Source: an optimization exercise on an open RTL-to-GDS flow (aim: small area). Production flows keep margins and buffers that such runs may drop. At most, simulation tests tie the RTL to the original design; equivalence was not proved. No activity file was given, so power comes from the tool's default toggle rates. The clock port is modelled as an ideal driver; clocking choices that lean on that would not hold on a real chip.

## v6
// cnn_top
module cnn_top #(
    parameter int DATA_WIDTH = 8,
    parameter int OUT_WIDTH  = 32,
    parameter int IMG_WIDTH  = 28
)(
    input  logic                   clk,
    input  logic                   rst_n,
    input  logic [DATA_WIDTH-1:0]  s_axis_tdata,
    input  logic                   s_axis_tvalid,
    output logic                   s_axis_tready,
    output logic [OUT_WIDTH-1:0]   m_axis_tdata,
    output logic                   m_axis_tvalid,
    input  logic                   m_axis_tready,
    output logic                   m_axis_tlast
);
Size in the first run: about 490 flip-flops, ~47 I/O pins, ~16000 sq um of cells after synthesis.
export LEC_CHECK = 0
export CAP_MARGIN = 20
export CORE_MARGIN = 2
export CORE_UTILIZATION = 70
export CTS_BUF_LIST = sky130_fd_sc_hd__clkbuf_16
export CTS_CLUSTER_DIAMETER = 70
export CTS_CLUSTER_SIZE = 36
export SLEW_MARGIN = 20
export SYNTH_HIERARCHICAL = 1
export SYNTH_MINIMUM_KEEP_SIZE = 0
create_clock -name core_clock -period 5.5 [get_ports {clk}]
standard.sh (not shown) runs the stock make flow with config.mk's settings and CLKGATE_MAP_FILE= SYNTH_SCRIPT=/design/flow/synth_recipe.tcl, a recipe that flattens the netlist after the stock synthesis.
==> flow/flow/run.sh <==
#!/bin/bash
# Standard layout (standard.sh: the ORFS flow, synthesis unchanged), with
# clock tree synthesis told not to add dummy loads and to use a small buffer
# at the root of the clock tree, and the smallest buffer on
# the ports.
set -euo pipefail
export CTS_ARGS="-sink_clustering_enable -repair_clock_nets -buf_list sky130_fd_sc_hd__clkbuf_16 -sink_clustering_size 36 -sink_clustering_max_diameter 70 -dont_use_dummy_load -root_buf sky130_fd_sc_hd__clkbuf_4"
export BUFFER_PORTS_ARGS="-buffer_cell sky130_fd_sc_hd__buf_1"
bash standard.sh > standard.log 2>&1
v6 has completed all stages; timing, DRC and antenna checks passed.
#### Input delta (v7 over v6)
- swapping 36 for 33 in CTS_CLUSTER_SIZE
-- flow/flow/run.sh --
<<< v6, line 7
export CTS_ARGS="-sink_clustering_enable -repair_clock_nets -buf_list sky130_fd_sc_hd__clkbuf_16 -sink_clustering_size 36 -sink_clustering_max_diameter 70 -dont_use_dummy_load -root_buf sky130_fd_sc_hd__clkbuf_4"
>>> v7, line 7
export CTS_ARGS="-sink_clustering_enable -repair_clock_nets -buf_list sky130_fd_sc_hd__clkbuf_16 -sink_clustering_size 33 -sink_clustering_max_diameter 70 -dont_use_dummy_load -root_buf sky130_fd_sc_hd__clkbuf_4"
[summary]
- Going from v6 to v7, maximum clock frequency barely changed; largest stage delay on the critical path barely changed; worst-case hold slack climbed 0.0082 ns.

========
== the previous run ==
cnn_top, a different RTL version from the one above (not shown whole).
Size in the first run: roughly 600 cells after synthesis, roughly 47 I/O pins, roughly 16000 sq um of cells after synthesis.
export LEC_CHECK = 0
export CAP_MARGIN = 20
export CORE_MARGIN = 2
export CORE_UTILIZATION = 70
export CTS_BUF_LIST = sky130_fd_sc_hd__clkbuf_16
export CTS_CLUSTER_DIAMETER = 100
export CTS_CLUSTER_SIZE = 36
export SLEW_MARGIN = 20
export SYNTH_HIERARCHICAL = 1
export SYNTH_MINIMUM_KEEP_SIZE = 0
create_clock -name core_clock -period 5.5 [get_ports {clk}]
==> flow/flow/run.sh <==
#!/bin/bash
# Standard layout (standard.sh: the ORFS flow, synthesis unchanged), with
# clock tree synthesis told not to add dummy loads and to use a small buffer
# at the root of the clock tree, and the smallest buffer on
# the ports.
set -euo pipefail
export CTS_ARGS="-sink_clustering_enable -repair_clock_nets -buf_list sky130_fd_sc_hd__clkbuf_16 -sink_clustering_size 36 -sink_clustering_max_diameter 100 -dont_use_dummy_load -root_buf sky130_fd_sc_hd__clkbuf_4"
export BUFFER_PORTS_ARGS="-buffer_cell sky130_fd_sc_hd__buf_1"
bash standard.sh > standard.log 2>&1
The previous run completed end to end with timing, DRC and antenna clean.
Setup changes, the previous run to the current run
Settings: swapping 100 for 80 in CTS_CLUSTER_DIAMETER.
--- a/flow/flow/run.sh
+++ b/flow/flow/run.sh
@@ -6,3 +6,3 @@
 set -euo pipefail
-export CTS_ARGS="-sink_clustering_enable -repair_clock_nets -buf_list sky130_fd_sc_hd__clkbuf_16 -sink_clustering_size 36 -sink_clustering_max_diameter 100 -dont_use_dummy_load -root_buf sky130_fd_sc_hd__clkbuf_4"
+export CTS_ARGS="-sink_clustering_enable -repair_clock_nets -buf_list sky130_fd_sc_hd__clkbuf_16 -sink_clustering_size 36 -sink_clustering_max_diameter 80 -dont_use_dummy_load -root_buf sky130_fd_sc_hd__clkbuf_4"
 export BUFFER_PORTS_ARGS="-buffer_cell sky130_fd_sc_hd__buf_1"
==> comparison <==
Comparing the previous run with the current run, the fmax came out essentially unchanged. ~same routed via count divided by cell count in the previous run and the current run. Compared with the previous run, in the current run critical path data required time held; total combinational power about even. Sum of routed wire length over all layers of the current run is on par with the previous run. The current run -> the previous run: number of sinks on the clock net flat. There was hardly any difference in post-synthesis cell count between the current run and the previous run. Compared the previous run against the current run; overall power of the completed layout within noise. Side by side, final period utilization turned out lower in the current run than in the previous run. Any difference in area after synthesis between the previous run and the current run is small enough to ignore.
No functional check of the RTL was part of any run of this note.

========
cnn_top, a different RTL version from the one above (not shown whole).
Size in the first run: ~680 cells after synthesis, ~490 flip-flops, roughly 16000 um^2 of cells after synthesis.
clock: 5.5 ns
lec_check: 0
cap_margin: 20
core_margin: 2
core_utilization: 70
cts_buf_list: sky130_fd_sc_hd__clkbuf_16
cts_cluster_diameter: 70
cts_cluster_size: 36
slew_margin: 20
==> flow/flow/run.sh <==
#!/bin/bash
# Standard layout (standard.sh: the ORFS flow, synthesis unchanged), with
# clock tree synthesis told not to add dummy loads and the smallest buffer on
# the ports.
set -euo pipefail
export CTS_ARGS="-sink_clustering_enable -repair_clock_nets -buf_list sky130_fd_sc_hd__clkbuf_16 -sink_clustering_size 36 -sink_clustering_max_diameter 70 -dont_use_dummy_load -root_buf sky130_fd_sc_hd__clkbuf_4"
export BUFFER_PORTS_ARGS="-buffer_cell sky130_fd_sc_hd__buf_1"
bash standard.sh > standard.log 2>&1
Rerun with:
==> flow/flow/run.sh (replaced) <==
#!/bin/bash
# Standard layout (standard.sh: the ORFS flow, synthesis unchanged), with
# clock tree synthesis told not to add dummy loads and the smallest buffer on
# the ports.
set -euo pipefail
export CTS_ARGS="-sink_clustering_enable -repair_clock_nets -buf_list \"sky130_fd_sc_hd__clkbuf_8 sky130_fd_sc_hd__clkbuf_16\" -sink_clustering_size 36 -sink_clustering_max_diameter 70 -dont_use_dummy_load"
export BUFFER_PORTS_ARGS="-buffer_cell sky130_fd_sc_hd__buf_1"
bash standard.sh > standard.log 2>&1
The new run finished with timing, DRC and antenna clean.
Global-route usage is about the same.
Non-clock buffer count stays the same.
Clock skew falls by 5.6 ps.
Flip-flop and latch count does not change.
Rerun with:
==> flow/flow/run.sh (replaced) <==
#!/bin/bash
# Standard layout (standard.sh: the ORFS flow, synthesis unchanged), with
# clock tree synthesis told not to add dummy loads and the smallest buffer on
# the ports.
set -euo pipefail
export CTS_ARGS="-sink_clustering_enable -repair_clock_nets -buf_list sky130_fd_sc_hd__clkbuf_16 -sink_clustering_size 36 -sink_clustering_max_diameter 70 -dont_use_dummy_load"
export BUFFER_PORTS_ARGS="-buffer_cell sky130_fd_sc_hd__buf_1"
bash standard.sh > standard.log 2>&1
Outcome: Area after synthesis is unchanged; hold slack stays the same; sequential cell count is unchanged; die area stays the same; synthesized cell count stays the same; routed wire length stays the same; count of clock-buffer cells in the layout does not change; utilization stays the same; critical path depth does not change; worst setup slack does not change; final cell count does not change.
Rerun with:
==> flow/flow/run.sh (replaced) <==
#!/bin/bash
# Standard layout (standard.sh: the ORFS flow, synthesis unchanged), with
# clock tree synthesis told not to add dummy loads and the smallest buffer on
# the ports.
set -euo pipefail
export CTS_ARGS="-sink_clustering_enable -repair_clock_nets -buf_list sky130_fd_sc_hd__clkbuf_16 -sink_clustering_size 36 -sink_clustering_max_diameter 70 -dont_use_dummy_load -root_buf sky130_fd_sc_hd__clkbuf_8"
export BUFFER_PORTS_ARGS="-buffer_cell sky130_fd_sc_hd__buf_1"
bash standard.sh > standard.log 2>&1
What happened: The new run completed with no timing, DRC or antenna violations; maximum frequency is higher by 1.2%; cell count is unchanged; setup slack improves by 60 ps; sequential share of layout area rises by 0.17 points; global-route usage is about the same; clock skew rises by 5.7 ps; total power came out lower by 0.81%; final area stays flat; non-clock buffer count is unchanged; sequential power hardly moves; die area stays the same.
Rerun with:
==> flow/flow/run.sh (replaced) <==
#!/bin/bash
# Standard layout (standard.sh: the ORFS flow, synthesis unchanged), with
# clock tree synthesis told not to add dummy loads and to use a small buffer
# at the root of the clock tree, and the smallest buffer on
# the ports.
set -euo pipefail
export CTS_ARGS="-sink_clustering_enable -repair_clock_nets -buf_list sky130_fd_sc_hd__clkbuf_16 -sink_clustering_size 36 -sink_clustering_max_diameter 70 -dont_use_dummy_load -root_buf sky130_fd_sc_hd__clkbuf_4"
export BUFFER_PORTS_ARGS="-buffer_cell sky130_fd_sc_hd__buf_1"
bash standard.sh > standard.log 2>&1
The new run went through all stages and came out clean.
Total power went down by 0.54%.
Sequential power stays flat.
Count of clock-buffer cells in the layout stays the same.
Synthesized cell count does not change.
Global-route usage hardly moves.
Routed wire length is about the same.
Via count barely changes.
Worst setup slack gains 150 ps.

========
Another version of the RTL of cnn_top (not shown whole).
Size: about 490 flip-flops, roughly 47 I/O pins, ~16000 µm² of cells after synthesis.
export LEC_CHECK = 0
export CAP_MARGIN = 20
export CORE_MARGIN = 2
export CORE_UTILIZATION = 70
export CTS_BUF_LIST = sky130_fd_sc_hd__clkbuf_8
export CTS_CLUSTER_DIAMETER = 50
export CTS_CLUSTER_SIZE = 20
export SLEW_MARGIN = 20
create_clock -name core_clock -period 5.5 [get_ports {clk}]
==> flow/flow/run.sh <==
#!/bin/bash
# Standard layout (standard.sh: the ORFS flow, synthesis unchanged), with
# clock tree synthesis told not to add dummy loads, the smallest buffer on the
# ports, and power recovery (downsizing off the critical paths) after routing.
set -euo pipefail
export CTS_ARGS="-sink_clustering_enable -repair_clock_nets -buf_list sky130_fd_sc_hd__clkbuf_8 -sink_clustering_size 20 -sink_clustering_max_diameter 50 -dont_use_dummy_load"
export BUFFER_PORTS_ARGS="-buffer_cell sky130_fd_sc_hd__buf_1"
export RECOVER_POWER=100
bash standard.sh > standard.log 2>&1
The first run finished but fails on max-capacitance violations, max-slew violations.
Rerun with:
==> flow/flow/run.sh (replaced) <==
#!/bin/bash
# Standard layout (standard.sh: the ORFS flow, synthesis unchanged), with
# clock tree synthesis told not to add dummy loads and the smallest buffer on
# the ports.
set -euo pipefail
export CTS_ARGS="-sink_clustering_enable -repair_clock_nets -buf_list sky130_fd_sc_hd__clkbuf_8 -sink_clustering_size 20 -sink_clustering_max_diameter 50 -dont_use_dummy_load"
export BUFFER_PORTS_ARGS="-buffer_cell sky130_fd_sc_hd__buf_1"
bash standard.sh > standard.log 2>&1
Settings changed: CORE_UTILIZATION 70 to 80.
Now the flow failed in clock tree synthesis (DPL-0033).
Area after synthesis stays the same.
Synthesized cell count does not change.

## afterwards: timing with drivers on the ports
How much do the figures lean on ideal ports? The routed layouts below were timed once more, with nothing changed but the port constraints.
Step 1 sets driving cells, clkbuf_16 on the clock port and buf_2 on the other inputs (assumed; they add their load-dependent delay and slew).
Step 2 times the ports against the registers' clock, not the clock port: input delays grow and output delays shrink by t, the midpoint of the rising clock arrivals with the driver on.
a / b / c = ideal / step 1 / step 2; a / b = the first two.
run	t (ns)	setup WS [ns]	worst setup path at the end	worst slew at a driven data input, ns
v6	0.756	0.459 / 0.480 / -0.276	input to register	0.05
v7	0.747	0.454 / 0.474 / -0.273	input to register	0.05
the previous run	0.742	0.386 / 0.404 / -0.338	input to register	0.03
the current run	0.748	0.401 / 0.418 / -0.330	input to register	0.03
the first run of note 3	0.754	0.761 / 0.783 / 0.028	input to register	0.03
the second run of note 3	0.560	0.556 / 0.581 / 0.021	input to register	0.03
the third run of note 3	0.560	0.556 / 0.581 / 0.021	input to register	0.03
the fourth run of note 3	0.614	0.616 / 0.637 / 0.023	input to register	0.03
the fifth run of note 3	0.754	0.761 / 0.783 / 0.028	input to register	0.03
the first run of note 4	0.550	0.867 / 0.886 / 0.335	input to register	0.03
Met with ideal ports but missed after step 2: setup timing in v6, v7, the previous run and the current run. For v6, which loses most, drivers alone change the setup slack by +0.021 ns; drivers and shift together by -0.735 ns.
